Background: an optimization exercise with open tools, aiming at small area, a short achievable clock period and few clock cycles per item. Do not read the settings as production practice. RTL that was checked went through simulation tests only; none was proved equivalent to the original. The clock port is modelled as an ideal driver, which makes a skipped or thinned clock tree look cheaper than it is; a real chip needs a root buffer or a tree. Power and IR drop assume default switching activity.

Setup of garnet:
## mac_neuron
module mac_neuron(
	input clk,
	input rst,
	input in_valid,
	output in_ready,
	input [15:0] in_x,
	input [15:0] in_w,
	input in_last,
	output reg out_valid,
	output [15:0] out_data
);
assign in_ready = 1'b1;
reg [15:0] xn;
reg v0, l0;
reg [7:0] b_onen, b_twon, b_neg;
reg [23:0] ha_r, hb_r;
reg cl_r, zl_r, v1, l1;
reg zl0, sg0, sg1;
reg [15:0] m_r;
reg v2, l2;
reg [15:0] acc;
reg first;
wire bs1;
wire pp2;
wire bs3;
wire pp4;
wire bs5;
wire pp6;
wire bs7;
wire pp8;
wire bs9;
wire pp10;
wire bs11;
wire pp12;
wire bs13;
wire pp14;
wire bs15;
wire pp16;
wire bs17;
wire pp18;
wire bs19;
wire pp20;
wire bs21;
wire pp22;
wire bs23;
wire pp24;
wire bs25;
wire pp26;
wire bs27;
wire pp28;
wire bs29;
wire pp30;
wire bs31;
wire pp32;
wire bs33;
wire pp34;
wire bs35;
wire pp36;
wire bs37;
wire pp38;
wire bs39;
wire pp40;
wire bs41;
wire pp42;
wire bs43;
wire pp44;
wire bs45;
wire pp46;
wire bs47;
wire pp48;
wire bs49;
wire pp50;
wire bs51;
wire pp52;
wire bs53;
wire pp54;
wire bs55;
wire pp56;
wire bs57;
wire pp58;
wire bs59;
wire pp60;
wire bs61;
wire pp62;
wire bs63;
wire pp64;
wire bs65;
wire pp66;
wire bs67;
wire pp68;
wire bs69;
wire pp70;
wire bs71;
wire pp72;
wire bs73;
wire pp74;
wire bs75;
wire pp76;
wire bs77;
wire pp78;
wire bs79;
wire pp80;
wire bs81;
wire pp82;
wire bs83;
wire pp84;
wire bs85;
wire pp86;
wire bs87;
wire pp88;
wire bs89;
wire pp90;
wire bs91;
wire pp92;
wire bs93;
wire pp94;
wire bs95;
wire pp96;
wire bs97;
wire pp98;
wire bs99;
wire pp100;
wire bs101;
wire pp102;
  ...
Size in the first run: about 930 cells after synthesis, about 130 flip-flops, about 54 I/O pins.
==> flow/config.mk <==
export PLATFORM = sky130hd
export DESIGN_NAME = mac_neuron
export DESIGN_NICKNAME = mac_neuron
export VERILOG_FILES = /design/flow/design.v
export SDC_FILE = /design/flow/constraint.sdc
export NUM_CORES = 4
export LEC_CHECK = 0
export CAP_MARGIN = 20
export CORE_MARGIN = 2
export CORE_UTILIZATION = 40
export CTS_BUF_LIST = sky130_fd_sc_hd__clkbuf_4 sky130_fd_sc_hd__clkbuf_8
export CTS_CLUSTER_SIZE = 40
export PLACE_DENSITY = 0.6
export SLEW_MARGIN = 20
export SYNTH_HIERARCHICAL = 1
==> flow/constraint.sdc <==
create_clock -name core_clock -period 11.0 [get_ports {clk}]
set_input_delay 2.2000 -clock core_clock [delete_from_list [all_inputs] [get_ports {clk}]]
set_output_delay 2.2000 -clock core_clock [all_outputs]
set_load 0.01 [all_outputs]
standard.sh (not shown) runs the stock make flow with config.mk's settings and CLKGATE_MAP_FILE= SYNTH_SCRIPT=/design/flow/synth_recipe.tcl, a recipe that flattens the netlist after the stock synthesis.
==> flow/flow/run.sh <==
#!/bin/bash
set -euo pipefail
source flow/env.sh
bash standard.sh > std_flow.log 2>&1
==> flow/flow/env.sh <==
export SETUP_SLACK_MARGIN=7.5
export BUFFER_PORTS_ARGS="-buffer_cell sky130_fd_sc_hd__buf_1"
Testbench counts of garnet, summed over its fixed seeds: cycles 8,224, items 8,192.
The following lists how fjord was set up differently from garnet:
==> flow/flow/env.sh <==
export SETUP_SLACK_MARGIN=7.7
export BUFFER_PORTS_ARGS="-buffer_cell sky130_fd_sc_hd__buf_1"
### Flow results
Comparing highest attainable clock frequency for fjord and garnet, the smaller number came from garnet. Between fjord and garnet, the proportion of synthesized chip area in sequential cells figures differ only marginally. Share of the clock period used by the worst path on fjord is down relative to garnet. Diff garnet -> fjord: total wirelength of the detailed-routed design saw an increase, global-route wire length before repair shows no meaningful change, final critical delay including setup and external delays went down 0.19 ns, via count level. From garnet to fjord the numbers moved as follows: total design power now sits at about the same level, setup slack now sits higher, clock network fraction of design power neither gained nor lost much.
### fjord -> yarrow
==> flow/flow/env.sh <==
export SETUP_SLACK_MARGIN=8.1
export BUFFER_PORTS_ARGS="-buffer_cell sky130_fd_sc_hd__buf_1"
==> run notes <==
Against fjord, area of all placed cells without fillers in yarrow came out worse. The combinational group share of total power in yarrow sits 5.4 points above the value recorded for fjord. In the flow results for fjord and yarrow, the final period demand of the worst path is smaller on yarrow. Async set or reset register ratio after synthesis: fjord vs yarrow identical. Re number of signal-net inverters in the final layout: no difference whatsoever between fjord and yarrow. There was hardly any difference in count of buffering cells on the critical path with inverters included between fjord and yarrow. [yarrow vs fjord] number of global-route vias before repair: higher in yarrow. In the reports for fjord and yarrow, the larger worst voltage drop across the vdd grid belongs to yarrow. yarrow and fjord ended up with roughly the same worst clock skew. Looking at share of the clock period used by the worst path across fjord and yarrow, the one that comes out lower is yarrow.

Another version of the RTL of mac_neuron (not shown whole).
Size: ~900 cells after synthesis, about 130 flip-flops, roughly 9500 sq um of cells after synthesis.
Settings: LEC_CHECK=0, CAP_MARGIN=20, CORE_MARGIN=2, CORE_UTILIZATION=60, CTS_BUF_LIST=sky130_fd_sc_hd__clkbuf_4 sky130_fd_sc_hd__clkbuf_8, CTS_CLUSTER_SIZE=40, PLACE_DENSITY=0.8, SLEW_MARGIN=20, SYNTH_HIERARCHICAL=1; clock period 11.0 ns.
==> flow/flow/env.sh <==
export SETUP_SLACK_MARGIN=8.0
export BUFFER_PORTS_ARGS="-buffer_cell sky130_fd_sc_hd__buf_1"
export PRE_CTS_TCL=$PWD/flow/manual_cts.tcl
export MCTS_NBUF=4
export MCTS_NROOT=0
Scripts as last shown in full above: flow/flow/run.sh
Other scripts of this flow, unchanged in this note and not shown: flow/flow/manual_cts.tcl
Testbench counts at the start, summed over its fixed seeds: cycles 8,224, items 8,192.
Change:
--- a/flow/flow/env.sh
+++ b/flow/flow/env.sh
@@ -1 +1 @@
-export SETUP_SLACK_MARGIN=8.0
+export SETUP_SLACK_MARGIN=7.9
Worst setup slack is better by 49 ps. Clock skew is about the same. Via count shrinks by a little under a tenth. Die area stays the same. Core utilization shrinks by 4.2 points. Register-to-register slack is better by 60 ps. Wire length shrinks by roughly a tenth. Global-route usage shrinks by 0.61 points. First-iteration DRC count shrinks by a quarter to a third. Clock power shrinks by a few percent.
No run of this note takes its clock network from TritonCTS; it comes from the design's own scripts or RTL.

Setup of run A:
Another version of the RTL of mac_neuron (not shown whole).
Size in the first run: about 1400 cells after synthesis.
==> flow/design.v (excerpt) <==
module mac_neuron(
	input clk,
	input rst,
	input in_valid,
	output in_ready,
	input [15:0] in_x,
	input [15:0] in_w,
	input in_last,
	output reg out_valid,
	output [15:0] out_data
);
assign in_ready = 1'b1;
reg [15:0] xr, wr;
reg v0, l0;
always @(posedge clk) begin
	xr <= in_x;
	wr <= in_w;
	l0 <= in_last;
	v0 <= in_valid & ~rst;
end
wire b1_1;
wire b2_2;
wire bn_3;
wire pp4;
wire pp5;
wire pp6;
wire pp7;
wire pp8;
wire pp9;
wire pp10;
wire pp11;
wire pp12;
wire pp13;
wire pp14;
wire pp15;
wire pp16;
wire pp17;
wire pp18;
wire pp19;
wire pp20;
wire pp21;
wire b1_22;
wire b2_23;
wire bn_24;
wire pp25;
wire pp26;
wire pp27;
wire pp28;
wire pp29;
wire pp30;
wire pp31;
wire pp32;
wire pp33;
wire pp34;
wire pp35;
wire pp36;
wire pp37;
wire pp38;
wire pp39;
wire pp40;
wire pp41;
wire pp42;
wire b1_43;
wire b2_44;
wire bn_45;
wire pp46;
wire pp47;
wire pp48;
wire pp49;
wire pp50;
wire pp51;
wire pp52;
wire pp53;
wire pp54;
wire pp55;
wire pp56;
wire pp57;
wire pp58;
wire pp59;
wire pp60;
wire pp61;
wire pp62;
wire pp63;
wire b1_64;
wire b2_65;
  ...
clock: 11.0 ns
lec_check: 0
abc_area: 1
cap_margin: 20
core_margin: 2
core_utilization: 40
place_density: 0.6
slew_margin: 20
run.sh (not shown) runs the stock make flow with config.mk's settings and CLKGATE_MAP_FILE= SYNTH_SCRIPT=/design/flow/synth_recipe.tcl, a recipe that flattens the netlist after the stock synthesis.
Stock flow here: none of the scripts above is used.
#### Input delta (run B over run A)
--- a/flow/config.mk
+++ b/flow/config.mk
@@ -8 +7,0 @@
-export ABC_AREA = 1
Notes after the runs:
- Summary of run B over run A: core outline area increased 21%; detailed-routing wirelength on met1 climbed 4.0 mm; effective utilization at floorplan ~0 delta.
- Sort run B and run A by count of multi-input gates desc -> top: run B
## Diff of input files: run C against run B
--- a/flow/config.mk
+++ b/flow/config.mk
@@ -7,0 +8 @@
+export ABC_AREA = 1
@@ -12 +13,2 @@
-export SLEW_MARGIN = 20
+export SETUP_SLACK_MARGIN = 5
+export SLEW_MARGIN = 70
### Flow results
Between run C and run B, it is run C whose count of non-filler cells in the finished layout is lower, by 15%. Compared to run B, run C reaches a higher achievable clock. Area after synthesis was higher in the run labelled run B.
No functional check of the RTL was part of any run of this note.

v6:
Another version of the RTL of mac_neuron (not shown whole).
Size: about 860 cells after synthesis, ~54 I/O pins, roughly 9300 sq um of cells after synthesis.
clock: 11.0 ns
lec_check: 0
cap_margin: 20
core_margin: 2
core_utilization: 40
cts_buf_list: sky130_fd_sc_hd__clkbuf_4 sky130_fd_sc_hd__clkbuf_8
cts_cluster_size: 40
place_density: 0.6
slew_margin: 20
synth_hierarchical: 1
standard.sh (not shown) runs the stock make flow with config.mk's settings and CLKGATE_MAP_FILE= SYNTH_SCRIPT=/design/flow/synth_recipe.tcl, a recipe that flattens the netlist after the stock synthesis.
==> flow/flow/env.sh <==
export SETUP_SLACK_MARGIN=7.7
export BUFFER_PORTS_ARGS="-buffer_cell sky130_fd_sc_hd__buf_1"
Scripts as last shown in full above: flow/flow/run.sh
In summary, v6 completed successfully, with a layout that passed the timing, DRC and antenna checks.
## Diff of input files: v7 against v6
==> flow/flow/env.sh <==
export SETUP_SLACK_MARGIN=7.7
Results
Sort v6 and v7 by power density over the cells asc -> top: v7
Hold slack essentially unchanged between v6 and v7.
On register area, v6 and v7 are basically level.
Taking v6 as the reference, in v7 least setup slack across all paths after layout grew by 0.0085 ns; final-report max-slew violation count held steady.
v7: PASS, flow complete, no timing, DRC or antenna violations
Function was not checked in any run of this note: the RTL went through the layout flow alone.

Another version of the RTL of mac_neuron (not shown whole).
Size: roughly 900 cells after synthesis, about 130 flip-flops, roughly 54 I/O pins, about 0.0096 mm2 of cells after synthesis.
==> flow/config.mk <==
export PLATFORM = sky130hd
export DESIGN_NAME = mac_neuron
export DESIGN_NICKNAME = mac_neuron
export VERILOG_FILES = /design/flow/design.v
export SDC_FILE = /design/flow/constraint.sdc
export NUM_CORES = 4
export LEC_CHECK = 0
export CAP_MARGIN = 20
export CORE_MARGIN = 2
export CORE_UTILIZATION = 40
export CTS_BUF_LIST = sky130_fd_sc_hd__clkbuf_4 sky130_fd_sc_hd__clkbuf_8
export CTS_CLUSTER_SIZE = 40
export PLACE_DENSITY = 0.6
export SLEW_MARGIN = 20
export SYNTH_HIERARCHICAL = 1
==> flow/constraint.sdc <==
create_clock -name core_clock -period 11.0 [get_ports {clk}]
set_input_delay 2.2000 -clock core_clock [delete_from_list [all_inputs] [get_ports {clk}]]
set_output_delay 2.2000 -clock core_clock [all_outputs]
set_load 0.01 [all_outputs]
==> flow/flow/env.sh <==
export SETUP_SLACK_MARGIN=7.9
export BUFFER_PORTS_ARGS="-buffer_cell sky130_fd_sc_hd__buf_1"
export PRE_CTS_TCL=$PWD/flow/manual_cts.tcl
export MCTS_NBUF=8
export MCTS_NROOT=2
Scripts as last shown in full above: flow/flow/run.sh
Other scripts of this flow, unchanged in this note and not shown: flow/flow/manual_cts.tcl
The starting point went through all stages and came out clean.
Testbench counts at the start, summed over its fixed seeds: cycles 8,224, items 8,192.
Change:
--- a/flow/flow/env.sh
+++ b/flow/flow/env.sh
@@ -1 +1 @@
-export SETUP_SLACK_MARGIN=7.9
+export SETUP_SLACK_MARGIN=8.0
What happened: Clock power hardly moves; cell count climbs by about 4%; design area rises by 6.0%; global-route usage decreases by 0.43 points; worst setup slack improves by 54 ps; critical path depth stays the same; via count increases by about 3.7%.
No run of this note takes its clock network from TritonCTS; it comes from the design's own scripts or RTL.

Setup of the reference run:
mac_neuron with an RTL version that a note above also has.
Size in the first run: roughly 900 cells after synthesis, roughly 130 flip-flops, ~54 I/O pins, ~9500 µm² of cells after synthesis.
// mac_neuron
module mac_neuron(
	input clk,
	input rst,
	input in_valid,
	output in_ready,
	input [15:0] in_x,
	input [15:0] in_w,
	input in_last,
	output reg out_valid,
	output [15:0] out_data
);
Settings: LEC_CHECK=0, CAP_MARGIN=20, CORE_MARGIN=2, CORE_UTILIZATION=40, CTS_BUF_LIST=sky130_fd_sc_hd__clkbuf_4 sky130_fd_sc_hd__clkbuf_8, CTS_CLUSTER_SIZE=40, PLACE_DENSITY=0.6, SLEW_MARGIN=20, SYNTH_HIERARCHICAL=1; clock period 11.0 ns.
==> flow/flow/env.sh <==
export SETUP_SLACK_MARGIN=7.9
export BUFFER_PORTS_ARGS="-buffer_cell sky130_fd_sc_hd__buf_1"
export PRE_CTS_TCL=$PWD/flow/manual_cts.tcl
export MCTS_NBUF=6
export MCTS_NROOT=2
Scripts as last shown in full above: flow/flow/run.sh
Other scripts of this flow, unchanged in this note and not shown: flow/flow/manual_cts.tcl
Testbench counts of the reference run, summed over its fixed seeds: cycles 8,224, items 8,192.
The following lists how the trial run was set up differently from the reference run:
==> flow/flow/env.sh <==
export SETUP_SLACK_MARGIN=7.9
export BUFFER_PORTS_ARGS="-buffer_cell sky130_fd_sc_hd__buf_1"
export PRE_CTS_TCL=$PWD/flow/manual_cts.tcl
export MCTS_NBUF=8
export MCTS_NROOT=2
### Flow results
Reported for the trial run and the reference run, first-pass detailed-route iteration total turned out identical to the last digit. The clock period minus final worst setup slack number comes out lower for the reference run vs the trial run. When the trial run is set beside the reference run, its routed wire length per instance turns out to be 0.24 µm larger.
In every run of this note, the design's own scripts or RTL, not TritonCTS, make the clock network.

Another version of the RTL of mac_neuron (not shown whole).
For scale: roughly 930 cells after synthesis, ~130 flip-flops, roughly 54 I/O pins, about 9600 µm² of cells after synthesis.
==> flow/config.mk <==
export PLATFORM = sky130hd
export DESIGN_NAME = mac_neuron
export DESIGN_NICKNAME = mac_neuron
export VERILOG_FILES = /design/flow/design.v
export SDC_FILE = /design/flow/constraint.sdc
export NUM_CORES = 4
export LEC_CHECK = 0
export CAP_MARGIN = 20
export CORE_MARGIN = 2
export CORE_UTILIZATION = 40
export CTS_BUF_LIST = sky130_fd_sc_hd__clkbuf_4 sky130_fd_sc_hd__clkbuf_8
export CTS_CLUSTER_SIZE = 40
export PLACE_DENSITY = 0.6
export SLEW_MARGIN = 20
export SYNTH_HIERARCHICAL = 1
==> flow/constraint.sdc <==
create_clock -name core_clock -period 11.0 [get_ports {clk}]
set_input_delay 2.2000 -clock core_clock [delete_from_list [all_inputs] [get_ports {clk}]]
set_output_delay 2.2000 -clock core_clock [all_outputs]
set_load 0.01 [all_outputs]
==> flow/flow/env.sh <==
export SETUP_SLACK_MARGIN=8.0
export BUFFER_PORTS_ARGS="-buffer_cell sky130_fd_sc_hd__buf_1"
export PRE_CTS_TCL=$PWD/flow/manual_cts.tcl
export MCTS_NBUF=8
export MCTS_NROOT=2
export MCTS_CELL=sky130_fd_sc_hd__clkbuf_8
Scripts as last shown in full above: flow/flow/run.sh
Other scripts of this flow, unchanged in this note and not shown: flow/flow/manual_cts.tcl
The first run finished clean.
==> next run, changes <==
==> flow/flow/env.sh (replaced) <==
export SETUP_SLACK_MARGIN=7.7
export BUFFER_PORTS_ARGS="-buffer_cell sky130_fd_sc_hd__buf_1"
export PRE_CTS_TCL=$PWD/flow/manual_cts.tcl
export MCTS_NBUF=8
export MCTS_NROOT=2
The new run completed without violations.
Combinational power shrinks by a little under a tenth.
Routed wire length fell by a few percent.
Worst setup slack degrades by 53 ps.
Flip-flop and latch count does not change.
Via count decreases by a few percent.
Total power came out lower slightly.
No functional check of the RTL was part of any run of this note. In every run of this note, the design's own scripts or RTL, not TritonCTS, make the clock network.

-- what the ideal ports hide --
Ports are ideal in the flow. The routed layouts listed here were re-timed in OpenROAD.
Step 1, drivers: a clkbuf_16 drives clk and a buf_2 each remaining input, both assumed.
Step 2 times the ports against the registers' clock, not the clock port: input delays grow and output delays shrink by t, the midpoint of the rising clock arrivals with the driver on.
a / b / c = ideal ports / drivers / drivers and shift; a / b = the first two.
run	t, ns	setup slack, ns	hold WS [ns]	worst setup path after step 2
garnet	0.486	7.615 / 7.615 / 7.615	0.334 / 0.334 / 0.334	register to register
fjord	0.485	7.809 / 7.764 / 7.708	0.334 / 0.334 / 0.334	input to register
yarrow	0.487	7.894 / 7.854 / 7.732	0.335 / 0.335 / 0.335	input to register
the first run of note 2	0.268	7.923 / 7.922 / 7.748	0.343 / 0.343 / 0.343	input to register
the second run of note 2	0.264	7.972 / 7.943 / 7.750	0.339 / 0.339 / 0.339	input to register
run A	0.466	6.107 / 6.107 / 6.107	0.323 / 0.323 / 0.323	register to register
run B	0.482	6.327 / 6.327 / 6.327	0.328 / 0.328 / 0.328	register to register
run C	0.465	7.039 / 7.039 / 7.039	0.321 / 0.321 / 0.321	register to register
v6	0.485	7.723 / 7.723 / 7.723	0.331 / 0.331 / 0.331	register to register
v7	0.481	7.731 / 7.711 / 7.495	0.330 / 0.330 / 0.330	input to register
the first run of note 5	0.362	7.944 / 7.885 / 7.715	0.329 / 0.329 / 0.329	input to register
the second run of note 5	0.362	7.998 / 7.937 / 7.746	0.326 / 0.326 / 0.326	input to register
the reference run	0.358	7.948 / 7.891 / 7.740	0.331 / 0.331 / 0.331	input to register
the trial run	0.365	7.940 / 7.877 / 7.736	0.328 / 0.328 / 0.328	input to register
the first run of note 7	0.371	7.857 / 7.794 / 7.736	0.339 / 0.339 / 0.339	input to register
the second run of note 7	0.367	7.805 / 7.742 / 7.722	0.329 / 0.329 / 0.329	input to register
After both steps every run listed still meets setup and hold. For the second run of note 5, which loses most, drivers alone change the setup slack by -0.061 ns; drivers and shift together by -0.252 ns.
